What follows belongs to an exercise in optimizing a design on an open flow for small area; a production flow would make more cautious choices. RTL that was checked went through simulation tests only; none was proved equivalent to the original. No functional check of the RTL was part of runs 1 and 2.

`flow/design.v`:
```
module cordic_pipelined (
    input  wire        clk,
    input  wire        rst,
    input  wire [19:0] z_in,
    output reg  [15:0] x_out,
    output reg  [15:0] y_out,
    output wire        valid_out
);
    reg signed [16:0] z_1_q1;
    reg signed [14:0] z_3_q2;
    reg signed [12:0] z_5_q3;
    reg signed [10:0] z_7_q4;
    reg signed [8:0] z_10_q5;
    reg signed [5:0] z_13_q6;
    reg [0:0] d_6_q4;
    reg [0:0] d_5_q4;
    reg [0:0] d_4_q3;
    reg [0:0] d_4_q4;
    reg [0:0] d_3_q3;
    reg [0:0] d_3_q4;
    reg [0:0] d_2_q2;
    reg [0:0] d_2_q3;
    reg [0:0] d_2_q4;
    reg [0:0] d_1_q2;
    reg [0:0] d_1_q3;
    reg [0:0] d_1_q4;
    reg [0:0] d_0_q1;
    reg [0:0] d_0_q2;
    reg [0:0] d_0_q3;
    reg [0:0] d_0_q4;
    reg [0:0] d_8_q5;
    reg signed [15:0] x_8_q5;
    reg signed [15:0] y_8_q5;
    reg [0:0] d_9_q5;
    reg [0:0] d_10_q6;
    reg signed [15:0] x_10_q6;
    reg signed [15:0] y_10_q6;
    reg [0:0] d_11_q6;
    reg [0:0] d_12_q6;
    reg [0:0] d_13_q7;
    reg signed [15:0] x_13_q7;
    reg signed [15:0] y_13_q7;
    reg [0:0] d_14_q7;
    reg [0:0] d_15_q7;
    reg [0:0] negx_q1;
    reg [0:0] negx_q2;
    reg [0:0] negx_q3;
    reg [0:0] negx_q4;
    reg [0:0] negx_q5;
    reg [0:0] negx_q6;
    reg [0:0] negx_q7;
    reg [0:0] negy_q1;
    reg [0:0] negy_q2;
    reg [0:0] negy_q3;
    reg [0:0] negy_q4;
    reg [0:0] negy_q5;
    reg [0:0] negy_q6;
    reg [0:0] negy_q7;
    always @(posedge clk) begin   
        z_1_q1 <= z_1;
        d_0_q1 <= d_0;
        negx_q1 <= negx;
        negy_q1 <= negy;
    end
    always @(posedge clk) begin   
        z_3_q2 <= z_3;
        d_2_q2 <= d_2;
        d_1_q2 <= d_1;
        d_0_q2 <= d_0_q1;
        negx_q2 <= negx_q1;
        negy_q2 <= negy_q1;
    end
    always @(posedge clk) begin   
        z_5_q3 <= z_5;
        d_4_q3 <= d_4;
        d_3_q3 <= d_3;
        d_2_q3 <= d_2_q2;
        d_1_q3 <= d_1_q2;
        d_0_q3 <= d_0_q2;
        negx_q3 <= negx_q2;
        negy_q3 <= negy_q2;
    end
    always @(posedge clk) begin   
        z_7_q4 <= z_7;
        d_6_q4 <= d_6;
        d_5_q4 <= d_5;
        d_4_q4 <= d_4_q3;
        d_3_q4 <= d_3_q3;
        d_2_q4 <= d_2_q3;
        d_1_q4 <= d_1_q3;
        d_0_q4 <= d_0_q3;
        negx_q4 <= negx_q3;
        negy_q4 <= negy_q3;
    end
    always @(posedge clk) begin   
        z_10_q5 <= z_10;
        d_8_q5 <= d_8;
        x_8_q5 <= x_8;
        y_8_q5 <= y_8;
        d_9_q5 <= d_9;
        negx_q5 <= negx_q4;
        negy_q5 <= negy_q4;
    end
    always @(posedge clk) begin   
        z_13_q6 <= z_13;
        d_10_q6 <= d_10;
        x_10_q6 <= x_10;
        y_10_q6 <= y_10;
        d_11_q6 <= d_11;
        d_12_q6 <= d_12;
        negx_q6 <= negx_q5;
        negy_q6 <= negy_q5;
    end
    always @(posedge clk) begin   
        d_13_q7 <= d_13;
        x_13_q7 <= x_13;
        y_13_q7 <= y_13;
        d_14_q7 <= d_14;
        d_15_q7 <= d_15;
        negx_q7 <= negx_q6;
        negy_q7 <= negy_q6;
    end
    wire signed [19:0] z = z_in;
    wire w_dn = z > 20'sd205887;             
    wire w_up = z <= -20'sd205887;           
    wire ge0   = w_dn ? z >= 20'sd411774 : w_up ? z >= -20'sd411774 : z >= 20'sd0;
    wire lepi2 = w_dn ? z <= 20'sd514717 : w_up ? z <= -20'sd308831 : z <= 20'sd102943;
    wire gempi2 = w_dn ? z >= 20'sd308831 : w_up ? z >= -20'sd514717 : z >= -20'sd102943;
    wire [1:0] qf = !ge0 ? (gempi2 ? 2'b11 : 2'b10) : (lepi2 ? 2'b00 : 2'b01);
    wire negz = qf != 2'b00;
    reg [16:0] c1;
    always @* begin
        case ({w_dn, w_up, qf})
            4'b0000: c1 = 17'h136f1;
            4'b0001: c1 = 17'h05b30;
            4'b0010: c1 = 17'h1a4d0;
            4'b0011: c1 = 17'h136f1;
            4'b1000: c1 = 17'h0ee73;
            4'b1001: c1 = 17'h0a3ae;
            4'b1010: c1 = 17'h1ed4e;
            4'b1011: c1 = 17'h17f6f;
            4'b0100: c1 = 17'h17f6f;
            4'b0101: c1 = 17'h012b2;
            4'b0110: c1 = 17'h15c52;
            4'b0111: c1 = 17'h0ee73;
            default: c1 = 17'h00000;
        endcase
    end
    wire d_0 = qf == 2'b10;
    wire negx = qf == 2'b01 || qf == 2'b10;
    wire negy = qf == 2'b11;
    wire [16:0] zn = z[16:0] ^ {17{negz}};
    wire [16:0] zn1 = {16'd0, negz};
    wire signed [16:0] z_1 = zn + c1 + zn1;
    wire [0:0] d_1 = z_1_q1[16];
    wire signed [15:0] z_2 = z_1_q1 + (d_1 ? 16'sd30385 : -16'sd30385);
    wire [0:0] d_2 = z_2[15];
    wire signed [14:0] z_3 = z_2 + (d_2 ? 15'sd16054 : -15'sd16054);
    wire [0:0] d_3 = z_3_q2[14];
    wire signed [13:0] z_4 = z_3_q2 + (d_3 ? 14'sd8149 : -14'sd8149);
    wire [0:0] d_4 = z_4[13];
    wire signed [12:0] z_5 = z_4 + (d_4 ? 13'sd4090 : -13'sd4090);
    wire [0:0] d_5 = z_5_q3[12];
    wire signed [11:0] z_6 = z_5_q3 + (d_5 ? 12'sd2047 : -12'sd2047);
    wire [0:0] d_6 = z_6[11];
    wire signed [10:0] z_7 = z_6 + (d_6 ? 11'sd1023 : -11'sd1023);
    wire [0:0] d_7 = z_7_q4[10];
    wire signed [10:0] z_8 = z_7_q4 + (d_7 ? 11'sd511 : -11'sd511);
    wire [0:0] d_8 = z_8[10];
    wire signed [9:0] z_9 = z_8 + (d_8 ? 10'sd255 : -10'sd255);
    wire [0:0] d_9 = z_9[9];
    wire signed [8:0] z_10 = z_9 + (d_9 ? 9'sd127 : -9'sd127);
    wire [0:0] d_10 = z_10_q5[8];
    wire signed [7:0] z_11 = z_10_q5 + (d_10 ? 8'sd63 : -8'sd63);
    wire [0:0] d_11 = z_11[7];
    wire signed [6:0] z_12 = z_11 + (d_11 ? 7'sd31 : -7'sd31);
    wire [0:0] d_12 = z_12[6];
    wire signed [5:0] z_13 = z_12 + (d_12 ? 6'sd15 : -6'sd15);
    wire [0:0] d_13 = z_13_q6[5];
    wire signed [4:0] z_14 = z_13_q6 + (d_13 ? 5'sd7 : -5'sd7);
    wire [0:0] d_14 = z_14[4];
    wire signed [4:0] z_15 = z_14 + (d_14 ? 5'sd3 : -5'sd3);
    wire [0:0] d_15 = z_15[4];
    function [31:0] xy_table(input [6:0] d);
        case (d)
            7'd0: xy_table = {16'hf604, 16'h3f33};
            7'd1: xy_table = {16'h3f38, 16'h09fe};
            7'd2: xy_table = {16'h2c94, 16'h2dec};
            7'd3: xy_table = {16'h2dee, 16'hd36c};
            7'd4: xy_table = {16'h14ed, 16'h3c79};
            7'd5: xy_table = {16'h3c7d, 16'heb12};
            7'd6: xy_table = {16'h3cf0, 16'h138a};
            7'd7: xy_table = {16'h138c, 16'hc310};
            7'd8: xy_table = {16'h05e1, 16'h3fb8};
            7'd9: xy_table = {16'h3fbc, 16'hfa1f};
            7'd10: xy_table = {16'h3682, 16'h2189};
            7'd11: xy_table = {16'h218b, 16'hc97e};
            7'd12: xy_table = {16'h232c, 16'h3575};
            7'd13: xy_table = {16'h3578, 16'hdcd2};
            7'd14: xy_table = {16'h3fe0, 16'h03f3};
            7'd15: xy_table = {16'h03f3, 16'hc020};
            7'd16: xy_table = {16'hfdf7, 16'h3ff4};
            7'd17: xy_table = {16'h3ff8, 16'h020b};
            7'd18: xy_table = {16'h31f2, 16'h2803};
            7'd19: xy_table = {16'h2805, 16'hce0e};
            7'd20: xy_table = {16'h1c4c, 16'h3966};
            7'd21: xy_table = {16'h3968, 16'he3b3};
            7'd22: xy_table = {16'h3ee6, 16'h0bcf};
            7'd23: xy_table = {16'h0bcf, 16'hc11a};
            7'd24: xy_table = {16'h0dc3, 16'h3e7e};
            7'd25: xy_table = {16'h3e80, 16'hf23d};
            7'd26: xy_table = {16'h3a42, 16'h1a7d};
            7'd27: xy_table = {16'h1a7f, 16'hc5be};
            7'd28: xy_table = {16'h298d, 16'h30ad};
            7'd29: xy_table = {16'h30ad, 16'hd673};
            7'd30: xy_table = {16'h3fde, 16'hfbf8};
            7'd31: xy_table = {16'hfbf6, 16'hc022};
            7'd32: xy_table = {16'hf9fa, 16'h3fb4};
            7'd33: xy_table = {16'h3fb8, 16'h0608};
            7'd34: xy_table = {16'h2f5b, 16'h2b0d};
            7'd35: xy_table = {16'h2b0d, 16'hd0a5};
            7'd36: xy_table = {16'h18a9, 16'h3b0e};
            7'd37: xy_table = {16'h3b10, 16'he756};
            7'd38: xy_table = {16'h3e0a, 16'h0fb5};
            7'd39: xy_table = {16'h0fb5, 16'hc1f6};
            7'd40: xy_table = {16'h09d7, 16'h3f3c};
            7'd41: xy_table = {16'h3f3e, 16'hf629};
            7'd42: xy_table = {16'h387e, 16'h1e12};
            7'd43: xy_table = {16'h1e12, 16'hc782};
            7'd44: xy_table = {16'h266f, 16'h332a};
            7'd45: xy_table = {16'h332a, 16'hd98f};
            7'd46: xy_table = {16'h3ffe, 16'hfff5};
            7'd47: xy_table = {16'hfff3, 16'hc002};
            7'd48: xy_table = {16'h01f5, 16'h3ff6};
            7'd49: xy_table = {16'h3ff8, 16'hfe0d};
            7'd50: xy_table = {16'h3457, 16'h24d2};
            7'd51: xy_table = {16'h24d2, 16'hcba9};
            7'd52: xy_table = {16'h1fd1, 16'h3786};
            7'd53: xy_table = {16'h3786, 16'he02e};
            7'd54: xy_table = {16'h3f82, 16'h07dd};
            7'd55: xy_table = {16'h07db, 16'hc07e};
            7'd56: xy_table = {16'h11a2, 16'h3d84};
            7'd57: xy_table = {16'h3d84, 16'hee5e};
            7'd58: xy_table = {16'h3bcb, 16'h16cd};
            7'd59: xy_table = {16'h16cd, 16'hc435};
            7'd60: xy_table = {16'h2c82, 16'h2dfc};
            7'd61: xy_table = {16'h2dfa, 16'hd37e};
            7'd62: xy_table = {16'h3f7b, 16'hf7fe};
            7'd63: xy_table = {16'hf7fa, 16'hc084};
            7'd64: xy_table = {16'hf7fe, 16'h3f7b};
            7'd65: xy_table = {16'h3f80, 16'h0804};
            7'd66: xy_table = {16'h2dfc, 16'h2c82};
            7'd67: xy_table = {16'h2c82, 16'hd204};
            7'd68: xy_table = {16'h16cd, 16'h3bcb};
            7'd69: xy_table = {16'h3bcd, 16'he932};
            7'd70: xy_table = {16'h3d84, 16'h11a2};
            7'd71: xy_table = {16'h11a2, 16'hc27c};
            7'd72: xy_table = {16'h07dd, 16'h3f82};
            7'd73: xy_table = {16'h3f84, 16'hf823};
            7'd74: xy_table = {16'h3786, 16'h1fd1};
            7'd75: xy_table = {16'h1fd1, 16'hc87a};
            7'd76: xy_table = {16'h24d2, 16'h3457};
            7'd77: xy_table = {16'h3456, 16'hdb2c};
            7'd78: xy_table = {16'h3ff6, 16'h01f5};
            7'd79: xy_table = {16'h01f3, 16'hc00a};
            7'd80: xy_table = {16'hfff5, 16'h3ffe};
            7'd81: xy_table = {16'h4000, 16'h000d};
            7'd82: xy_table = {16'h332a, 16'h266f};
            7'd83: xy_table = {16'h266f, 16'hccd6};
            7'd84: xy_table = {16'h1e12, 16'h387e};
            7'd85: xy_table = {16'h387e, 16'he1ed};
            7'd86: xy_table = {16'h3f3c, 16'h09d7};
            7'd87: xy_table = {16'h09d5, 16'hc0c4};
            7'd88: xy_table = {16'h0fb5, 16'h3e0a};
            7'd89: xy_table = {16'h3e0a, 16'hf04b};
            7'd90: xy_table = {16'h3b0e, 16'h18a9};
            7'd91: xy_table = {16'h18a9, 16'hc4f2};
            7'd92: xy_table = {16'h2b0d, 16'h2f5b};
            7'd93: xy_table = {16'h2f59, 16'hd4f3};
            7'd94: xy_table = {16'h3fb4, 16'hf9fa};
            7'd95: xy_table = {16'hf9f6, 16'hc04c};
            7'd96: xy_table = {16'hfbf8, 16'h3fde};
            7'd97: xy_table = {16'h3fe0, 16'h040a};
            7'd98: xy_table = {16'h30ad, 16'h298d};
            7'd99: xy_table = {16'h298b, 16'hcf53};
            7'd100: xy_table = {16'h1a7d, 16'h3a42};
            7'd101: xy_table = {16'h3a42, 16'he582};
            7'd102: xy_table = {16'h3e7e, 16'h0dc3};
            7'd103: xy_table = {16'h0dc1, 16'hc182};
            7'd104: xy_table = {16'h0bcf, 16'h3ee6};
            7'd105: xy_table = {16'h3ee6, 16'hf431};
            7'd106: xy_table = {16'h3966, 16'h1c4c};
            7'd107: xy_table = {16'h1c4a, 16'hc69a};
            7'd108: xy_table = {16'h2803, 16'h31f2};
            7'd109: xy_table = {16'h31f0, 16'hd7fb};
            7'd110: xy_table = {16'h3ff4, 16'hfdf7};
            7'd111: xy_table = {16'hfdf3, 16'hc00c};
            7'd112: xy_table = {16'h03f3, 16'h3fe0};
            7'd113: xy_table = {16'h3fe0, 16'hfc0f};
            7'd114: xy_table = {16'h3575, 16'h232c};
            7'd115: xy_table = {16'h232a, 16'hca8b};
            7'd116: xy_table = {16'h2189, 16'h3682};
            7'd117: xy_table = {16'h3680, 16'hde76};
            7'd118: xy_table = {16'h3fb8, 16'h05e1};
            7'd119: xy_table = {16'h05dd, 16'hc048};
            7'd120: xy_table = {16'h138a, 16'h3cf0};
            7'd121: xy_table = {16'h3cee, 16'hec76};
            7'd122: xy_table = {16'h3c79, 16'h14ed};
            7'd123: xy_table = {16'h14eb, 16'hc387};
            7'd124: xy_table = {16'h2dec, 16'h2c94};
            7'd125: xy_table = {16'h2c90, 16'hd214};
            7'd126: xy_table = {16'h3f33, 16'hf604};
            7'd127: xy_table = {16'hf5fe, 16'hc0ce};
        endcase
    endfunction
    wire [31:0] tab = xy_table({d_6_q4, d_5_q4, d_4_q4, d_3_q4, d_2_q4, d_1_q4, d_0_q4});
    wire signed [15:0] x_7 = tab[31:16];
    wire signed [15:0] y_7 = tab[15:0];
    wire signed [15:0] mx_7 = {16{~d_7}}, my_7 = {16{d_7}};
    wire signed [15:0] xo_7 = (y_7 >>> 7) ^ mx_7;
    wire signed [15:0] yo_7 = (x_7 >>> 7) ^ my_7;
    wire signed [15:0] cx_7 = {15'd0, ~d_7}, cy_7 = {15'd0, d_7};
    wire signed [15:0] x_8 = x_7 + xo_7 + cx_7;
    wire signed [15:0] y_8 = y_7 + yo_7 + cy_7;
    wire signed [8:0] xh5 = x_8_q5[15:7];
    wire signed [8:0] yh5 = y_8_q5[15:7];
    wire signed [8:0] rxe_8 = {2'd0, x_8_q5[6:0]};
    wire signed [8:0] rye_8 = {2'd0, y_8_q5[6:0]};
    wire signed [8:0] mx_8 = {9{~d_8_q5}}, my_8 = {9{d_8_q5}};
    wire signed [8:0] ox_8 = yh5 >>> 1, oy_8 = xh5 >>> 1;
    wire signed [8:0] cx_8 = {8'd0, ~d_8_q5}, cy_8 = {8'd0, d_8_q5};
    wire signed [8:0] rx_9 = rxe_8 + (ox_8 ^ mx_8) + cx_8;
    wire signed [8:0] ry_9 = rye_8 + (oy_8 ^ my_8) + cy_8;
    wire signed [8:0] xh_p5 = xh5 + 9'sd1, xh_m5 = xh5 - 9'sd1;
    wire signed [8:0] xs_9 = rx_9[8] ? xh_m5 : rx_9[7] ? xh_p5 : xh5;
    wire signed [8:0] yh_p5 = yh5 + 9'sd1, yh_m5 = yh5 - 9'sd1;
    wire signed [8:0] ys_9 = ry_9[8] ? yh_m5 : ry_9[7] ? yh_p5 : yh5;
    wire signed [8:0] mx_9 = {9{~d_9_q5}}, my_9 = {9{d_9_q5}};
    wire signed [8:0] ox_9 = ys_9 >>> 2, oy_9 = xs_9 >>> 2;
    wire signed [8:0] cx_9 = {8'd0, ~d_9_q5}, cy_9 = {8'd0, d_9_q5};
    wire signed [8:0] rx_10 = rx_9 + (ox_9 ^ mx_9) + cx_9;
    wire signed [8:0] ry_10 = ry_9 + (oy_9 ^ my_9) + cy_9;
    wire signed [8:0] xs_10 = rx_10[8] ? xh_m5 : rx_10[7] ? xh_p5 : xh5;
    wire signed [8:0] ys_10 = ry_10[8] ? yh_m5 : ry_10[7] ? yh_p5 : yh5;
    wire signed [15:0] x_10 = {xs_10, rx_10[6:0]};
    wire signed [15:0] y_10 = {ys_10, ry_10[6:0]};
    wire signed [10:0] xh6 = x_10_q6[15:5];
    wire signed [10:0] yh6 = y_10_q6[15:5];
    wire signed [6:0] rxe_10 = {2'd0, x_10_q6[4:0]};
    wire signed [6:0] rye_10 = {2'd0, y_10_q6[4:0]};
    wire signed [6:0] mx_10 = {7{~d_10_q6}}, my_10 = {7{d_10_q6}};
    wire signed [6:0] ox_10 = yh6 >>> 5, oy_10 = xh6 >>> 5;
    wire signed [6:0] cx_10 = {6'd0, ~d_10_q6}, cy_10 = {6'd0, d_10_q6};
    wire signed [6:0] rx_11 = rxe_10 + (ox_10 ^ mx_10) + cx_10;
    wire signed [6:0] ry_11 = rye_10 + (oy_10 ^ my_10) + cy_10;
    wire signed [10:0] xh_p6 = xh6 + 11'sd1, xh_m6 = xh6 - 11'sd1;
    wire signed [10:0] xs_11 = rx_11[6] ? xh_m6 : rx_11[5] ? xh_p6 : xh6;
    wire signed [10:0] yh_p6 = yh6 + 11'sd1, yh_m6 = yh6 - 11'sd1;
    wire signed [10:0] ys_11 = ry_11[6] ? yh_m6 : ry_11[5] ? yh_p6 : yh6;
    wire signed [6:0] mx_11 = {7{~d_11_q6}}, my_11 = {7{d_11_q6}};
    wire signed [6:0] ox_11 = ys_11 >>> 6, oy_11 = xs_11 >>> 6;
    wire signed [6:0] cx_11 = {6'd0, ~d_11_q6}, cy_11 = {6'd0, d_11_q6};
    wire signed [6:0] rx_12 = rx_11 + (ox_11 ^ mx_11) + cx_11;
    wire signed [6:0] ry_12 = ry_11 + (oy_11 ^ my_11) + cy_11;
    wire signed [10:0] xs_12 = rx_12[6] ? xh_m6 : rx_12[5] ? xh_p6 : xh6;
    wire signed [10:0] ys_12 = ry_12[6] ? yh_m6 : ry_12[5] ? yh_p6 : yh6;
    wire signed [6:0] mx_12 = {7{~d_12_q6}}, my_12 = {7{d_12_q6}};
    wire signed [6:0] ox_12 = ys_12 >>> 7, oy_12 = xs_12 >>> 7;
    wire signed [6:0] cx_12 = {6'd0, ~d_12_q6}, cy_12 = {6'd0, d_12_q6};
    wire signed [6:0] rx_13 = rx_12 + (ox_12 ^ mx_12) + cx_12;
    wire signed [6:0] ry_13 = ry_12 + (oy_12 ^ my_12) + cy_12;
    wire signed [10:0] xs_13 = rx_13[6] ? xh_m6 : rx_13[5] ? xh_p6 : xh6;
    wire signed [10:0] ys_13 = ry_13[6] ? yh_m6 : ry_13[5] ? yh_p6 : yh6;
    wire signed [15:0] x_13 = {xs_13, rx_13[4:0]};
    wire signed [15:0] y_13 = {ys_13, ry_13[4:0]};
    wire signed [12:0] xh7 = x_13_q7[15:3];
    wire signed [12:0] yh7 = y_13_q7[15:3];
    wire signed [4:0] rxe_13 = {2'd0, x_13_q7[2:0]};
    wire signed [4:0] rye_13 = {2'd0, y_13_q7[2:0]};
    wire signed [4:0] mx_13 = {5{~d_13_q7}}, my_13 = {5{d_13_q7}};
    wire signed [4:0] ox_13 = yh7 >>> 10, oy_13 = xh7 >>> 10;
    wire signed [4:0] cx_13 = {4'd0, ~d_13_q7}, cy_13 = {4'd0, d_13_q7};
    wire signed [4:0] rx_14 = rxe_13 + (ox_13 ^ mx_13) + cx_13;
    wire signed [4:0] ry_14 = rye_13 + (oy_13 ^ my_13) + cy_13;
    wire signed [12:0] xh_p7 = xh7 + 13'sd1, xh_m7 = xh7 - 13'sd1;
    wire signed [12:0] xs_14 = rx_14[4] ? xh_m7 : rx_14[3] ? xh_p7 : xh7;
    wire signed [12:0] yh_p7 = yh7 + 13'sd1, yh_m7 = yh7 - 13'sd1;
    wire signed [12:0] ys_14 = ry_14[4] ? yh_m7 : ry_14[3] ? yh_p7 : yh7;
    wire signed [4:0] mx_14 = {5{~d_14_q7}}, my_14 = {5{d_14_q7}};
    wire signed [4:0] ox_14 = ys_14 >>> 11, oy_14 = xs_14 >>> 11;
    wire signed [4:0] cx_14 = {4'd0, ~d_14_q7}, cy_14 = {4'd0, d_14_q7};
    wire signed [4:0] rx_15 = rx_14 + (ox_14 ^ mx_14) + cx_14;
    wire signed [4:0] ry_15 = ry_14 + (oy_14 ^ my_14) + cy_14;
    wire signed [12:0] xs_15 = rx_15[4] ? xh_m7 : rx_15[3] ? xh_p7 : xh7;
    wire signed [12:0] ys_15 = ry_15[4] ? yh_m7 : ry_15[3] ? yh_p7 : yh7;
    wire signed [4:0] mx_15 = {5{~d_15_q7}}, my_15 = {5{d_15_q7}};
    wire signed [4:0] ox_15 = ys_15 >>> 12, oy_15 = xs_15 >>> 12;
    wire signed [4:0] cx_15 = {4'd0, ~d_15_q7}, cy_15 = {4'd0, d_15_q7};
    wire signed [4:0] rx_16 = rx_15 + (ox_15 ^ mx_15) + cx_15;
    wire signed [4:0] ry_16 = ry_15 + (oy_15 ^ my_15) + cy_15;
    wire signed [12:0] xh_m27 = xh7 - 13'sd2;
    wire x_z = rx_16[2:0] == 3'd0;
    wire [1:0] x_eff = {rx_16[4], rx_16[3]} - {1'b0, negx_q7 & x_z};
    reg signed [12:0] x_hv;
    always @* case (x_eff) 2'b10: x_hv = xh_m27; 2'b11: x_hv = xh_m7; 2'b01: x_hv = xh_p7; default: x_hv = xh7; endcase
    wire [2:0] x_lo = (rx_16[2:0] ^ {3{negx_q7}}) + {2'd0, negx_q7};
    wire [15:0] x_fin = {x_hv ^ {13{negx_q7}}, x_lo};
    wire signed [12:0] yh_m27 = yh7 - 13'sd2;
    wire y_z = ry_16[2:0] == 3'd0;
    wire [1:0] y_eff = {ry_16[4], ry_16[3]} - {1'b0, negy_q7 & y_z};
    reg signed [12:0] y_hv;
    always @* case (y_eff) 2'b10: y_hv = yh_m27; 2'b11: y_hv = yh_m7; 2'b01: y_hv = yh_p7; default: y_hv = yh7; endcase
    wire [2:0] y_lo = (ry_16[2:0] ^ {3{negy_q7}}) + {2'd0, negy_q7};
    wire [15:0] y_fin = {y_hv ^ {13{negy_q7}}, y_lo};
    always @(posedge clk) begin
        x_out <= x_fin;
        y_out <= y_fin;
    end
    reg [3:0] vcnt;
    always @(posedge clk)
        if (rst) vcnt <= 0;
        else if (vcnt != 8) vcnt <= vcnt + 1'b1;
    assign valid_out = vcnt == 8;
endmodule
module add_rca #(parameter W = 16) (
    input  wire [W-1:0] a,
    input  wire [W-1:0] b,
    input  wire         ci,
    output wire [W-1:0] s
);
    wire [W:0] c;
    assign c[0] = ci;
    genvar i;
    generate
        for (i = 0; i < W; i = i + 1) begin : bit_
            assign s[i]   = a[i] ^ b[i] ^ c[i];
            assign c[i+1] = (a[i] & b[i]) | (c[i] & (a[i] ^ b[i]));
        end
    endgenerate
endmodule
module add_csel #(parameter W = 16, parameter LO = 8) (
    input  wire [W-1:0] a,
    input  wire [W-1:0] b,
    input  wire         ci,
    output wire [W-1:0] s
);
    wire [LO:0] c;
    assign c[0] = ci;
    wire [W-1:LO] h0, h1;
    wire [W:LO] c0, c1;
    assign c0[LO] = 1'b0;
    assign c1[LO] = 1'b1;
    genvar i;
    generate
        for (i = 0; i < LO; i = i + 1) begin : lo_
            assign s[i]   = a[i] ^ b[i] ^ c[i];
            assign c[i+1] = (a[i] & b[i]) | (c[i] & (a[i] ^ b[i]));
        end
        for (i = LO; i < W; i = i + 1) begin : hi_
            assign h0[i]   = a[i] ^ b[i] ^ c0[i];
            assign c0[i+1] = (a[i] & b[i]) | (c0[i] & (a[i] ^ b[i]));
            assign h1[i]   = a[i] ^ b[i] ^ c1[i];
            assign c1[i+1] = (a[i] & b[i]) | (c1[i] & (a[i] ^ b[i]));
        end
    endgenerate
    assign s[W-1:LO] = c[LO] ? h1 : h0;
endmodule
module add_cla2 #(parameter W = 16) (
    input  wire [W-1:0] a,
    input  wire [W-1:0] b,
    input  wire         ci,
    output wire [W-1:0] s
);
    wire [W-1:0] g = a & b;
    wire [W-1:0] p = a ^ b;
    wire [W:0] c;
    assign c[0] = ci;
    genvar i;
    generate
        for (i = 0; i < W; i = i + 1) begin : bit_
            if (i % 2 == 0)
                assign c[i+1] = g[i] | (p[i] & c[i]);
            else
                assign c[i+1] = g[i] | (p[i] & g[i-1]) | (p[i] & p[i-1] & c[i-1]);
        end
    endgenerate
    assign s = p ^ c[W-1:0];
endmodule
module cordic_oscillator (
    input  wire               clk,
    input  wire               rst,
    input  wire               ce,
    input  wire signed [31:0] tuning_word,
    output wire signed [15:0] sin_out,
    output wire signed [15:0] cos_out,
    output wire               valid_out
);
    localparam [31:0] TWO_PI = 32'h6487ED51;
    reg  [31:0] phase_acc;
    wire [31:0] n  = phase_acc + tuning_word;
    wire [31:0] n1 = phase_acc + tuning_word - TWO_PI;
    wire [31:0] n2 = phase_acc + tuning_word + TWO_PI;
    always @(posedge clk) begin
        if (rst)
            phase_acc <= 32'd0;
        else if (ce)
            phase_acc <= (!n[31] && !n1[31]) ? n1 : n[31] ? n2 : n;
    end
    cordic_pipelined core (
        .clk(clk), .rst(rst), .z_in(phase_acc[31:12]),
        .x_out(cos_out), .y_out(sin_out), .valid_out(valid_out));
endmodule
```
`flow/run.sh`:
```
#!/bin/bash
# synth_recipe.tcl (not shown) runs the flow's synth.tcl, then flattens the netlist and writes it again
# the make line also repeats each setting of config.mk as NAME=value (left out here)
make -C /OpenROAD-flow-scripts/flow DESIGN_CONFIG=/design/flow/config.mk WORK_HOME=/design/flow/orfs CLKGATE_MAP_FILE= SYNTH_SCRIPT=/design/flow/synth_recipe.tcl finish
```
`flow/config.mk`:
```
export PLATFORM = sky130hd
export DESIGN_NAME = cordic_oscillator
export DESIGN_NICKNAME = cordic_oscillator
export VERILOG_FILES = /design/flow/design.v
export SDC_FILE = /design/flow/constraint.sdc
export NUM_CORES = 4
export LEC_CHECK = 0
export ABC_AREA = 1
export CAP_MARGIN = 20
export CORE_MARGIN = 2
export CORE_UTILIZATION = 55
export CTS_BUF_LIST = sky130_fd_sc_hd__clkbuf_8
export SLEW_MARGIN = 20
```
`flow/constraint.sdc`:
```
create_clock -name core_clock -period 5.5 [get_ports {clk}]
set_input_delay 1.1000 -clock core_clock [delete_from_list [all_inputs] [get_ports {clk}]]
set_output_delay 1.1000 -clock core_clock [all_outputs]
set_load 0.01 [all_outputs]
```
==> impl_results.md, run 1 <==
* Status: failed layout checks
* Fail Reasons: negative setup slack
* CTS Sinks at 297
* Reg area at 5960 um^2
* Worst EP required at 6150 ps
* Die Wd at 245 um
* Cells after Synth at 4835
* Post-synth design cell area at 31900 um^2
* Num CTS Buffers at 56
* Complex-gate fraction of the synthesized area at 17.1%
* Core area at 57500 um^2
* Total track usage at 34.1%
* Root Buffer: clkbuf_8
* Die area at 59900 um^2
* Commonest non-fill, non-tap cell in the layout: nand2_1
* First-pass GRT wire length at 167000 um
* CP dominant cell by count: nand2_1
* Mux contribution to synthesized area at 0.0982%
* Placer's final routability congestion estimate at 1.02
* Clk pin slew, worst setup/hold paths at 70 ps
* Gr ovfl total at 0
* Seq/Total Area, Yosys at 18.7%
* Number of fill cells at 5011
* Post-layout nets at 5600
* Rows at 88
* Placed standard-cell area at 35700 um^2
* Crit path max fanout at 5
* Area of the multi-input gates at 23800 um^2
* Arr. time, crit path at 6480 ps
* Most frequent cells in the layout: nand2_1, inv_1, buf_4
* Design area at 39000 um^2
* Boundary Pins at 68
* Slew margin rel. at 29.1%
* Post-Synth Simple-Gate Area at 27.2%
* Clock Latency Late Sink at 690 ps
* Avg WL per Cell at 17.9 um
* Largest net degree at the start of global routing at 76
* H-tree levels at 2
* Slowest cell on the critical path: fa_2
* Post-synth EDFFs at 0
* Number of max-cap violations at 0
* Worst Setup Slack, final at -334 ps
* Minimum period implied by the final worst setup slack at 5830 ps
* Synth Area in XOR/XNOR at 13.0%
* Ys Warns at 2
* Initial Utilization at 55.4%
* Via count at 34.2k
* Worst hold path type: reg -> reg
* Fin. max-slew vios at 0
* Final setup fails at 46
* Drt initial violations at 2828
* Critical path class: reg -> reg
* Worst-margin pin slew at 1060 ps
* CTS Hold Bufs at 0
* Synth Area in Adders at 13.4%
* Min Hold Slack at 312 ps
* Die height at 245 um
* Synth async-reset ratio at 0%
* Post-synth top flop: dfxtp_1
* CP Capture Type: flip-flop
* Port buffer count at 67
* Synth Register Bits at 297
* Max incr delay on CP at 380 ps
* Total iterations of the first detailed-routing run at 6
* Max Clk Rate at 0.171 GHz
* Count of final hold-check violations at 0
* Via/cell ratio at 5.65
* Crit start category: flip-flop
* RSZ-0062 raised after global routing: true
* CTS tree: built
* DRC viols at 0
* DP Wirelength at 81000 um
* Synth-to-layout area growth at 22.2%
* Routed wire length at 108000 um
* Synth unique cells at 72
* Largest family of logic cells by synthesized area: simple AND/OR/NAND/NOR gates
* Fin crit share at 106%
* Post-DRT Antenna Nets at 0
* Initial antenna violation count at 1
* Worst-case clock buffer depth at 3
* Synth Area per Inst at 6.59 um^2
* Net Count, Synth at 5195
* Layout cell share with drive strength beyond 1 at 16.8%
* Vias in the first global route at 32.1k
* Clock Skew at 51.2 ps
==> kinds of logic after synthesis <==
| logic type | after synthesis |
|---|---|
| xor gates and xnor gates | 465 |
| buffers and inverters | 845 |
| muxes | 3 |
| DFF | 297 |
| AOI/OAI and AO/OA | 924 |
| adders and majority gates | 325 |
| and+or+nand+nor | 1976 |
==> layer usage <==
layer / wire length [um] / part of all wire [%] / track usage [%]
met1: 46000 / 43 / 44.1
met2: 49800 / 46 / 56.7
met3: 7460 / 6.9 / 4.94
met4: 4940 / 4.6 / 14.4
met5: 0 / 0 / 0
==> stage by stage <==
step	cells	util, %	setup WS (ps)	setup TNS, ps
global route	6052	67.8	-751	-25610
floorplan	4835	-	-11.0	-11.0
detailed placement	5883	62.1	-347	-9710
CTS	6008	65.3	-195	-3640
finish	6053	67.8	-334	-10060
global placement	5883	62.1	-199	-3650
==> sequential cells by signal (all words and copies together) (netlist names), 4 cells and up <==
name,cells
core.z_1_q1,17
core.z_13_q6,6
core.y_8_q5,16
core.z_7_q4,11
core.x_13_q7,16
core.vcnt,4
core.y_10_q6,16
core.y_out,16
core.z_5_q3,13
core.x_10_q6,16
core.x_out,16
core.tab,31
core.y_13_q7,16
core.z_3_q2,15
phase_acc,32
core.z_10_q5,9
core.x_8_q5,16
==> critical path, delay by kind of cell (launching register included) <==
kind	cells	cell delay (ps)
xor+xnor	4	700
fa+ha+maj	4	1120
buf+inv	10	770
flops	1	360
simple gates	27	2790
==> final timing paths <==
check | from | end | slack [ps] | cells past startpoint
worst max-delay path | core.d_13_q7 | core.x_out[7] | -330 | 45
worst min-delay path | core.negx_q5 | core.negx_q6 | 310 | 0
worst max register to register | core.d_13_q7 | core.x_out[7] | -330 | 45
worst min register to register | core.negx_q5 | core.negx_q6 | 310 | 0
==> synthesized netlist by cell type, types with 77 or more instances <==
master | number | area [um^2]
dfxtp_1 | 297 | 5950
nand2_1 | 916 | 3440
o21ai_0 | 266 | 1330
o211ai_1 | 81 | 608
xor2_1 | 359 | 3140
nor3_1 | 78 | 390
clkbuf_1 | 77 | 289
nand3_1 | 400 | 2000
nor2_1 | 385 | 1450
xnor2_1 | 99 | 867
inv_1 | 664 | 2490
a21oi_1 | 312 | 1560
ha_1 | 298 | 3730
==> cell type report <==
cell class | instances | area share (%)
inverter | 693 | 6.78
sequential | 297 | 15.3
clock inverter | 41 | 1.27
antenna | 1 | 0.00642
multi-input combinational | 3695 | 61.2
timing repair buffer | 497 | 10.7
tap | 765 | 2.46
clock buffer | 64 | 2.26
==> timing repair <==
action | CTS | global route
pin swaps | 47 | 140
endpoints found under the setup margin | 48 | 61
gates resized for setup | 81 | 240
gates cloned | 3 | 5
buffers inserted | 18 | 39
==> inputs of run 2 (changes only) <==
--- a/flow/config.mk
+++ b/flow/config.mk
@@ -5,7 +5,7 @@
 export SDC_FILE = /design/flow/constraint.sdc
 export NUM_CORES = 4
 export LEC_CHECK = 0
-export ABC_AREA = 1
+export ABC_AREA = 0
 export CAP_MARGIN = 20
 export CORE_MARGIN = 2
 export CORE_UTILIZATION = 55
==> impl_results.md, run 2 <==
* Core area at 55300 um^2
* Fail Reasons: negative setup slack
* Drt initial violations at 3458
* Die area at 58000 um^2
* Area leader, netlist: dfxtp_1
* Clock Latency Late Sink at 720 ps
* RSZ-0062 raised after global routing: true
* Layout cell share with drive strength beyond 1 at 25.8%
* Dpl cells at 5213
* Net Count, Synth at 4396
* Seq/Total Area, Yosys at 19.3%
* Post-synth top flop: dfxtp_1
* Synth-to-layout area growth at 31.1%
* Post-DRT Antenna Nets at 0
* Total iterations of the first detailed-routing run at 6
* Slew margin rel. at 23.2%
* Max FFs per register at 32
* Initial antenna violation count at 3
* Top-area cell type share of the netlist area at 19.3%
* Die Wd at 241 um
* CTS Sinks at 297
* Die height at 241 um
* Arr. time, crit path at 7910 ps
* Synth Register Bits at 297
* Via count at 33.9k
* Largest net degree at the start of global routing at 86
* Post-synth top cells: a21oi_1, nor2_1, xnor2_1
* Worst-margin pin slew at 1150 ps
* Crit path max fanout at 8
* Setup_tns at -68400 ps
* Count of final hold-check violations at 0
* Slowest cell on the critical path: or4_4
* Post-synth EDFFs at 0
* Synth async-reset ratio at 0%
* Fin. max-slew vios at 0
* Crit start category: flip-flop
* Number of max-cap violations at 0
* Cells after Synth at 4036
* Fin crit share at 133%
* Root Buffer: clkbuf_8
* Num CTS Buffers at 54
* Post-synth design cell area at 30800 um^2
* Most frequent cells in the layout: buf_4, nor2_1, xnor2_1
* CP Capture Type: flip-flop
* Initial Utilization at 55.8%
* Routed wire length at 113000 um
* CTS tree: built
* Rows at 86
* Gr ovfl total at 0
* Post-route insts no fill at 5419
* Avg WL per Cell at 20.8 um
* Vias in the first global route at 32.6k
* CTS Hold Bufs at 0
* Commonest non-fill, non-tap cell in the layout: buf_4
* H-tree levels at 2
* Setup WS pre-CTS at -2010 ps
* DP Wirelength at 79800 um
* DRC viols at 0
* Clk pin slew, worst setup/hold paths at 60 ps
* Via/cell ratio at 6.25
* First-pass GRT wire length at 171000 um
* Critical path class: reg -> reg
* Worst r2r path cells at 32
* Placer's final routability congestion estimate at 1.04
* Total track usage at 36.4%
* Worst-case clock buffer depth at 3
* Synth Area per Inst at 7.64 um^2
* Max incr delay on CP at 550 ps
* Synth unique cells at 112
* Worst Setup Slack, final at -1790 ps
* Status: failed layout checks
* Hold path depth at 0
* Boundary Pins at 68
* Final setup fails at 55
* Port buffer count at 67
* Worst hold path type: reg -> reg
* Worst EP required at 6120 ps
* Post-layout nets at 4990
* Ys Warns at 2
* Minimum period implied by the final worst setup slack at 7290 ps
* Reg with most FFs: phase_acc
* Synth area leaders: dfxtp_1, ha_1, xnor2_1
* Max Clk Rate at 0.137 GHz
* CP dominant cell by count: fa_2
* Clock Skew at 75.0 ps
[run 2: kinds of logic after synthesis]
family | count (synthesis) | synth area share, %
fa+ha+maj | 325 | 13.8
simple gates | 1209 | 19.2
flops | 297 | 19.3
compound gates | 1182 | 24.8
mux | 71 | 2.49
buf+inv | 454 | 5.75
xor+xnor | 498 | 14.6
[run 2: worst paths after layout]
kind	end	slack, ps	startpoint
min	core.negx_q5	310	core.negx_q4
max reg2reg	core.x_out[6]	-1790	core.d_13_q7
max	core.x_out[6]	-1790	core.d_13_q7
min reg2reg	core.negx_q5	310	core.negx_q4
[run 2: per-stage QoR]
stage / instance area, um^2 / utilization, % / hold slack, ps
floorplan: 31500 / - / 310
global placement: 36500 / 66.0 / 310
detailed placement: 36500 / 66.0 / 314
CTS: 38900 / 70.3 / 318
global route: 40400 / 73.1 / 325
finish: 40400 / 73.1 / 306
[run 2: area by class of cell]
type	count	area (um^2)
Fill cell	4089	14900
Clock buffer	64	881
Inverter	229	871
Tap cell	748	936
Sequential cell	297	5990
Antenna cell	3	7.51
Timing Repair Buffer	763	6150
Clock inverter	30	337
Multi-Input combinational cell	3285	25300
[run 2: routing by layer]
layer / GRT usage (%) / vias to the layer above / routed length, um
met2: 61.5 / 1716 / 52400
met5: 1.18 / - / 64
met4: 16.2 / 2 / 6270
met3: 6.41 / 476 / 9350
met1: 45.2 / 15900 / 44800
li1: - / 15700 / -
[run 2: worst max-delay path: cells and delay by family (launching register included)]
kind	cells	cell delay, ps
AND/OR/NAND/NOR	14	2900
adder cells (fa/ha/maj)	4	1500
multiplexers	5	1290
buffers and inverters	4	480
XOR/XNOR	3	440
flip-flops	1	380
AO/OA/AOI/OAI	2	240
[run 2: timing repair]
| item | in CTS | in global routing |
|---|---|---|
| resized for setup | 151 | 274 |
| buffers inserted | 71 | 57 |
| gates cloned | 2 | 1 |
| pin swaps | 126 | 220 |
| setup endpoints to repair | 79 | 126 |
==> inputs of run 3 (changes only) <==
--- a/flow/design.v
+++ b/flow/design.v
@@ -37,11 +37,16 @@
     reg signed [15:0] y_10_q6;
     reg [0:0] d_11_q6;
     reg [0:0] d_12_q6;
+    reg [0:0] d_12_q7;
+    reg signed [15:0] x_12_q7;
+    reg signed [15:0] y_12_q7;
     reg [0:0] d_13_q7;
-    reg signed [15:0] x_13_q7;
-    reg signed [15:0] y_13_q7;
     reg [0:0] d_14_q7;
+    reg [0:0] d_14_q8;
+    reg signed [15:0] x_14_q8;
+    reg signed [15:0] y_14_q8;
     reg [0:0] d_15_q7;
+    reg [0:0] d_15_q8;
     reg [0:0] negx_q1;
     reg [0:0] negx_q2;
     reg [0:0] negx_q3;
@@ -49,6 +54,7 @@
     reg [0:0] negx_q5;
     reg [0:0] negx_q6;
     reg [0:0] negx_q7;
+    reg [0:0] negx_q8;
     reg [0:0] negy_q1;
     reg [0:0] negy_q2;
     reg [0:0] negy_q3;
@@ -56,6 +62,7 @@
     reg [0:0] negy_q5;
     reg [0:0] negy_q6;
     reg [0:0] negy_q7;
+    reg [0:0] negy_q8;
     always @(posedge clk) begin   
         z_1_q1 <= z_1;
         d_0_q1 <= d_0;
@@ -112,14 +119,23 @@
         negy_q6 <= negy_q5;
     end
     always @(posedge clk) begin   
+        d_12_q7 <= d_12_q6;
+        x_12_q7 <= x_12;
+        y_12_q7 <= y_12;
         d_13_q7 <= d_13;
-        x_13_q7 <= x_13;
-        y_13_q7 <= y_13;
         d_14_q7 <= d_14;
         d_15_q7 <= d_15;
         negx_q7 <= negx_q6;
         negy_q7 <= negy_q6;
     end
+    always @(posedge clk) begin   
+        d_14_q8 <= d_14_q7;
+        x_14_q8 <= x_14;
+        y_14_q8 <= y_14;
+        d_15_q8 <= d_15_q7;
+        negx_q8 <= negx_q7;
+        negy_q8 <= negy_q7;
+    end
     wire signed [19:0] z = z_in;
     wire w_dn = z > 20'sd205887;             
     wire w_up = z <= -20'sd205887;           
@@ -364,63 +380,61 @@
     wire signed [6:0] ry_12 = ry_11 + (oy_11 ^ my_11) + cy_11;
     wire signed [10:0] xs_12 = rx_12[6] ? xh_m6 : rx_12[5] ? xh_p6 : xh6;
     wire signed [10:0] ys_12 = ry_12[6] ? yh_m6 : ry_12[5] ? yh_p6 : yh6;
-    wire signed [6:0] mx_12 = {7{~d_12_q6}}, my_12 = {7{d_12_q6}};
-    wire signed [6:0] ox_12 = ys_12 >>> 7, oy_12 = xs_12 >>> 7;
-    wire signed [6:0] cx_12 = {6'd0, ~d_12_q6}, cy_12 = {6'd0, d_12_q6};
-    wire signed [6:0] rx_13 = rx_12 + (ox_12 ^ mx_12) + cx_12;
-    wire signed [6:0] ry_13 = ry_12 + (oy_12 ^ my_12) + cy_12;
-    wire signed [10:0] xs_13 = rx_13[6] ? xh_m6 : rx_13[5] ? xh_p6 : xh6;
-    wire signed [10:0] ys_13 = ry_13[6] ? yh_m6 : ry_13[5] ? yh_p6 : yh6;
-    wire signed [15:0] x_13 = {xs_13, rx_13[4:0]};
-    wire signed [15:0] y_13 = {ys_13, ry_13[4:0]};
-    wire signed [12:0] xh7 = x_13_q7[15:3];
-    wire signed [12:0] yh7 = y_13_q7[15:3];
-    wire signed [4:0] rxe_13 = {2'd0, x_13_q7[2:0]};
-    wire signed [4:0] rye_13 = {2'd0, y_13_q7[2:0]};
+    wire signed [15:0] x_12 = {xs_12, rx_12[4:0]};
+    wire signed [15:0] y_12 = {ys_12, ry_12[4:0]};
+    wire signed [12:0] xh7 = x_12_q7[15:3];
+    wire signed [12:0] yh7 = y_12_q7[15:3];
+    wire signed [4:0] rxe_12 = {2'd0, x_12_q7[2:0]};
+    wire signed [4:0] rye_12 = {2'd0, y_12_q7[2:0]};
+    wire signed [4:0] mx_12 = {5{~d_12_q7}}, my_12 = {5{d_12_q7}};
+    wire signed [4:0] ox_12 = yh7 >>> 9, oy_12 = xh7 >>> 9;
+    wire signed [4:0] cx_12 = {4'd0, ~d_12_q7}, cy_12 = {4'd0, d_12_q7};
+    wire signed [4:0] rx_13 = rxe_12 + (ox_12 ^ mx_12) + cx_12;
+    wire signed [4:0] ry_13 = rye_12 + (oy_12 ^ my_12) + cy_12;
+    wire signed [12:0] xh_p7 = xh7 + 13'sd1, xh_m7 = xh7 - 13'sd1;
+    wire signed [12:0] xs_13 = rx_13[4] ? xh_m7 : rx_13[3] ? xh_p7 : xh7;
+    wire signed [12:0] yh_p7 = yh7 + 13'sd1, yh_m7 = yh7 - 13'sd1;
+    wire signed [12:0] ys_13 = ry_13[4] ? yh_m7 : ry_13[3] ? yh_p7 : yh7;
     wire signed [4:0] mx_13 = {5{~d_13_q7}}, my_13 = {5{d_13_q7}};
-    wire signed [4:0] ox_13 = yh7 >>> 10, oy_13 = xh7 >>> 10;
+    wire signed [4:0] ox_13 = ys_13 >>> 10, oy_13 = xs_13 >>> 10;
     wire signed [4:0] cx_13 = {4'd0, ~d_13_q7}, cy_13 = {4'd0, d_13_q7};
-    wire signed [4:0] rx_14 = rxe_13 + (ox_13 ^ mx_13) + cx_13;
-    wire signed [4:0] ry_14 = rye_13 + (oy_13 ^ my_13) + cy_13;
-    wire signed [12:0] xh_p7 = xh7 + 13'sd1, xh_m7 = xh7 - 13'sd1;
+    wire signed [4:0] rx_14 = rx_13 + (ox_13 ^ mx_13) + cx_13;
+    wire signed [4:0] ry_14 = ry_13 + (oy_13 ^ my_13) + cy_13;
     wire signed [12:0] xs_14 = rx_14[4] ? xh_m7 : rx_14[3] ? xh_p7 : xh7;
-    wire signed [12:0] yh_p7 = yh7 + 13'sd1, yh_m7 = yh7 - 13'sd1;
     wire signed [12:0] ys_14 = ry_14[4] ? yh_m7 : ry_14[3] ? yh_p7 : yh7;
-    wire signed [4:0] mx_14 = {5{~d_14_q7}}, my_14 = {5{d_14_q7}};
-    wire signed [4:0] ox_14 = ys_14 >>> 11, oy_14 = xs_14 >>> 11;
-    wire signed [4:0] cx_14 = {4'd0, ~d_14_q7}, cy_14 = {4'd0, d_14_q7};
-    wire signed [4:0] rx_15 = rx_14 + (ox_14 ^ mx_14) + cx_14;
-    wire signed [4:0] ry_15 = ry_14 + (oy_14 ^ my_14) + cy_14;
-    wire signed [12:0] xs_15 = rx_15[4] ? xh_m7 : rx_15[3] ? xh_p7 : xh7;
-    wire signed [12:0] ys_15 = ry_15[4] ? yh_m7 : ry_15[3] ? yh_p7 : yh7;
-    wire signed [4:0] mx_15 = {5{~d_15_q7}}, my_15 = {5{d_15_q7}};
-    wire signed [4:0] ox_15 = ys_15 >>> 12, oy_15 = xs_15 >>> 12;
-    wire signed [4:0] cx_15 = {4'd0, ~d_15_q7}, cy_15 = {4'd0, d_15_q7};
-    wire signed [4:0] rx_16 = rx_15 + (ox_15 ^ mx_15) + cx_15;
-    wire signed [4:0] ry_16 = ry_15 + (oy_15 ^ my_15) + cy_15;
-    wire signed [12:0] xh_m27 = xh7 - 13'sd2;
-    wire x_z = rx_16[2:0] == 3'd0;
-    wire [1:0] x_eff = {rx_16[4], rx_16[3]} - {1'b0, negx_q7 & x_z};
-    reg signed [12:0] x_hv;
-    always @* case (x_eff) 2'b10: x_hv = xh_m27; 2'b11: x_hv = xh_m7; 2'b01: x_hv = xh_p7; default: x_hv = xh7; endcase
-    wire [2:0] x_lo = (rx_16[2:0] ^ {3{negx_q7}}) + {2'd0, negx_q7};
-    wire [15:0] x_fin = {x_hv ^ {13{negx_q7}}, x_lo};
-    wire signed [12:0] yh_m27 = yh7 - 13'sd2;
-    wire y_z = ry_16[2:0] == 3'd0;
-    wire [1:0] y_eff = {ry_16[4], ry_16[3]} - {1'b0, negy_q7 & y_z};
-    reg signed [12:0] y_hv;
-    always @* case (y_eff) 2'b10: y_hv = yh_m27; 2'b11: y_hv = yh_m7; 2'b01: y_hv = yh_p7; default: y_hv = yh7; endcase
-    wire [2:0] y_lo = (ry_16[2:0] ^ {3{negy_q7}}) + {2'd0, negy_q7};
-    wire [15:0] y_fin = {y_hv ^ {13{negy_q7}}, y_lo};
+    wire signed [15:0] x_14 = {xs_14, rx_14[2:0]};
+    wire signed [15:0] y_14 = {ys_14, ry_14[2:0]};
+    wire signed [13:0] xh8 = x_14_q8[15:2];
+    wire signed [13:0] yh8 = y_14_q8[15:2];
+    wire signed [3:0] rxe_14 = {2'd0, x_14_q8[1:0]};
+    wire signed [3:0] rye_14 = {2'd0, y_14_q8[1:0]};
+    wire signed [3:0] mx_14 = {4{~d_14_q8}}, my_14 = {4{d_14_q8}};
+    wire signed [3:0] ox_14 = yh8 >>> 12, oy_14 = xh8 >>> 12;
+    wire signed [3:0] cx_14 = {3'd0, ~d_14_q8}, cy_14 = {3'd0, d_14_q8};
+    wire signed [3:0] rx_15 = rxe_14 + (ox_14 ^ mx_14) + cx_14;
+    wire signed [3:0] ry_15 = rye_14 + (oy_14 ^ my_14) + cy_14;
+    wire signed [13:0] xh_p8 = xh8 + 14'sd1, xh_m8 = xh8 - 14'sd1;
+    wire signed [13:0] xs_15 = rx_15[3] ? xh_m8 : rx_15[2] ? xh_p8 : xh8;
+    wire signed [13:0] yh_p8 = yh8 + 14'sd1, yh_m8 = yh8 - 14'sd1;
+    wire signed [13:0] ys_15 = ry_15[3] ? yh_m8 : ry_15[2] ? yh_p8 : yh8;
+    wire signed [3:0] mx_15 = {4{~d_15_q8}}, my_15 = {4{d_15_q8}};
+    wire signed [3:0] ox_15 = ys_15 >>> 13, oy_15 = xs_15 >>> 13;
+    wire signed [3:0] cx_15 = {3'd0, ~d_15_q8}, cy_15 = {3'd0, d_15_q8};
+    wire signed [3:0] rx_16 = rx_15 + (ox_15 ^ mx_15) + cx_15;
+    wire signed [3:0] ry_16 = ry_15 + (oy_15 ^ my_15) + cy_15;
+    wire signed [13:0] xs_16 = rx_16[3] ? xh_m8 : rx_16[2] ? xh_p8 : xh8;
+    wire signed [13:0] ys_16 = ry_16[3] ? yh_m8 : ry_16[2] ? yh_p8 : yh8;
+    wire signed [15:0] x_16 = {xs_16, rx_16[1:0]};
+    wire signed [15:0] y_16 = {ys_16, ry_16[1:0]};
     always @(posedge clk) begin
-        x_out <= x_fin;
-        y_out <= y_fin;
+        x_out <= negx_q8 ? -x_16 : x_16;
+        y_out <= negy_q8 ? -y_16 : y_16;
     end
     reg [3:0] vcnt;
     always @(posedge clk)
         if (rst) vcnt <= 0;
-        else if (vcnt != 8) vcnt <= vcnt + 1'b1;
-    assign valid_out = vcnt == 8;
+        else if (vcnt != 9) vcnt <= vcnt + 1'b1;
+    assign valid_out = vcnt == 9;
 endmodule
 module add_rca #(parameter W = 16) (
     input  wire [W-1:0] a,
--- a/flow/config.mk
+++ b/flow/config.mk
@@ -5,9 +5,9 @@
 export SDC_FILE = /design/flow/constraint.sdc
 export NUM_CORES = 4
 export LEC_CHECK = 0
-export ABC_AREA = 0
+export ABC_AREA = 1
 export CAP_MARGIN = 20
 export CORE_MARGIN = 2
-export CORE_UTILIZATION = 55
+export CORE_UTILIZATION = 40
 export CTS_BUF_LIST = sky130_fd_sc_hd__clkbuf_8
 export SLEW_MARGIN = 20
==> impl_results.md, run 3 <==
* Post-layout nets at 5675
* Arr. time, crit path at 5680 ps
* Clock Latency Late Sink at 680 ps
* Fin crit share at 92.3%
* DRC viols at 0
* RSZ-0062 raised after global routing: false
* Synth area leaders: dfxtp_1, nand2_1, ha_1
* Number of max-cap violations at 0
* Largest net degree at the start of global routing at 59
* Initial Utilization at 40.4%
* Ys Warns at 2
* Die area at 86900 um^2
* Minimum period implied by the final worst setup slack at 5070 ps
* Clock Skew at 34.9 ps
* Die height at 295 um
* Via/cell ratio at 5.26
* Min Hold Slack at 318 ps
* Root Buffer: clkbuf_8
* Setup_tns at 0 ps
* Worst hold path type: reg -> reg
* Cells after Synth at 5268
* Core area at 83700 um^2
* CP Capture Type: flip-flop
* Synth unique cells at 66
* Critical path class: reg -> reg
* Layout cell share with drive strength beyond 1 at 6.42%
* First-pass GRT wire length at 174000 um
* Crit path max fanout at 17
* Count leader, synth: nand2_1
* Die Wd at 295 um
* Final setup fails at 0
* Drt initial violations at 2880
* Port buffer count at 67
* Synth Area per Inst at 6.42 um^2
* Post-synth EDFFs at 0
* Gr ovfl total at 0
* Synth async-reset ratio at 0%
* Worst hold start: core.negx_q4
* Via count at 34.2k
* Synth Register Bits at 334
* Worst-margin pin slew at 1060 ps
* Max Clk Rate at 0.197 GHz
* Crit start category: flip-flop
* CTS Sinks at 334
* Post-DRT Antenna Nets at 0
* Slew margin rel. at 29.2%
* Top-area cell type share of the netlist area at 19.8%
* Net Count, Synth at 5613
* Critical Path Start: core.d_8_q5
* Initial antenna violation count at 4
* Area of the multi-input gates at 23900 um^2
* DP Wirelength at 86200 um
* Routed wire length at 109000 um
* Status: complete, no violations
* Clk pin slew, worst setup/hold paths at 50 ps
* Worst Setup Slack, final at 426 ps
* Rows at 106
* Vias in the first global route at 32.3k
* Commonest non-fill, non-tap cell in the layout: nand2_1
* Total iterations of the first detailed-routing run at 6
* Seq/Total Area, Yosys at 19.8%
* Fin util at 44.5%
* H-tree levels at 3
* Reg with most FFs: phase_acc
* Total track usage at 24.9%
* Worst EP required at 6110 ps
* Placer's final routability congestion estimate at 1.04
* Max FFs per register at 32
* Post-synth design cell area at 33800 um^2
* Boundary Pins at 68
* Reg area at 6690 um^2
* Avg WL per Cell at 16.7 um
* Fin. max-slew vios at 0
* Worst-case clock buffer depth at 3
* Synth-to-layout area growth at 10.0%
* Area leader, netlist: dfxtp_1
* CTS tree: built
* Number of fill cells at 8898
* Count of final hold-check violations at 0
* Post-synth top flop: dfxtp_1
* Num CTS Buffers at 67
* Setup WS pre-CTS at 154 ps
* Most frequent cells in the layout: nand2_1, inv_1, nor2_1
* Post-synth top cells: nand2_1, inv_1, nor2_1
* Critical R2R Launch: core.d_8_q5
-- run 3: logic make-up (layout without fill, tap and decap cells) --
kind of cell               Yosys count  in the layout  synth area share, %
xor gates and xnor gates           486            486                 12.6
muxes                                2              2               0.0592
adders and majority gates          310            310                 12.1
DFF                                334            334                 19.8
other                                0              4                    0
buffers and inverters              817            923                 9.52
AOI/OAI and AO/OA                  860            860                 14.6
and+or+nand+nor                   2459           2459                 31.3
-- run 3: stage by stage --
| step | std cells | cell area, um^2 |
|---|---|---|
| floorplan | 5268 | 33800 |
| global placement | 6391 | 35800 |
| detailed placement | 6391 | 35800 |
| CTS | 6504 | 37200 |
| global route | 6509 | 37200 |
| finish | 6512 | 37200 |
-- run 3: area by class of cell --
| cell class | instances | area share [%] |
|---|---|---|
| multi-input combinational | 4117 | 64.3 |
| clock buffer | 85 | 3.14 |
| tap | 1134 | 3.81 |
| clock inverter | 28 | 0.632 |
| inverter | 662 | 6.69 |
| timing repair buffer | 148 | 3.44 |
| antenna | 4 | 0.0269 |
| sequential | 334 | 18.0 |
-- run 3: what timing repair did --
item | in CTS | in global routing
hold endpoints to repair | 0 | 0
setup endpoints to repair | 0 | 13
buffers inserted | 0 | 4
resized for setup | 0 | 6
hold buffers | 0 | 0
-- run 3: per-layer routing --
layer,share of wire (%),global-route usage [%],vias to the layer above
met2,44,40.1,1091
met3,6.9,4.59,272
met4,4.0,9.69,0
li1,-,-,17400
met1,45,32.9,15500
met5,0,0,-
-- run 3: worst max-delay path: stages, from the launching register on --
cell and delay [ps]:
dfxtp_1 300, buf_4 260, xnor2_1 210, inv_1 70, ha_1 270, nand2_1 50, o21ai_1 280, nand3_1 140
nand3_1 90, nand2_1 140, inv_1 340, nand2_1 100, o211ai_1 90, o21ai_0 160, xor2_1 210, fa_1 480
nand3_1 80, nand2_1 100, a21oi_1 150, o21bai_1 110, a21o_1 180, a21oi_1 160, xor2_1 220, or2_1 160
nand2_2 190, or2_2 330, nand2_1 110
-- run 3: worst paths after layout --
path,slack (ps),cells past startpoint,to
max,430,26,core.x_10_q6[10]
min,320,0,core.negx_q5
max reg2reg,430,26,core.x_10_q6[10]
min reg2reg,320,0,core.negx_q5

-- re-timing with driven ports --
The flow's constraints put no driver on any port. The routed layouts listed below were extracted and timed again, unchanged, in two steps. Step 1 assumes that a clkbuf_16 drives the clock port and a buf_2 every other input. Step 2 also shifts input and output timing later by t, the mid clock arrival at the registers, as if the neighbouring blocks saw the same clock. a / b / c = ideal / step 1 / step 2; a / b = the first two.
run	t (ns)	setup WS [ns]	worst register clock-pin slew, ns
run 1	0.732	-0.334 / -0.334 / -0.334	0.07 / 0.07
run 2	0.744	-1.791 / -1.791 / -1.791	0.07 / 0.07
run 3	0.724	0.426 / 0.426 / 0.106	0.07 / 0.07
For run 3, which loses most, drivers alone change the setup slack by 0.000 ns; drivers and shift together by -0.320 ns.
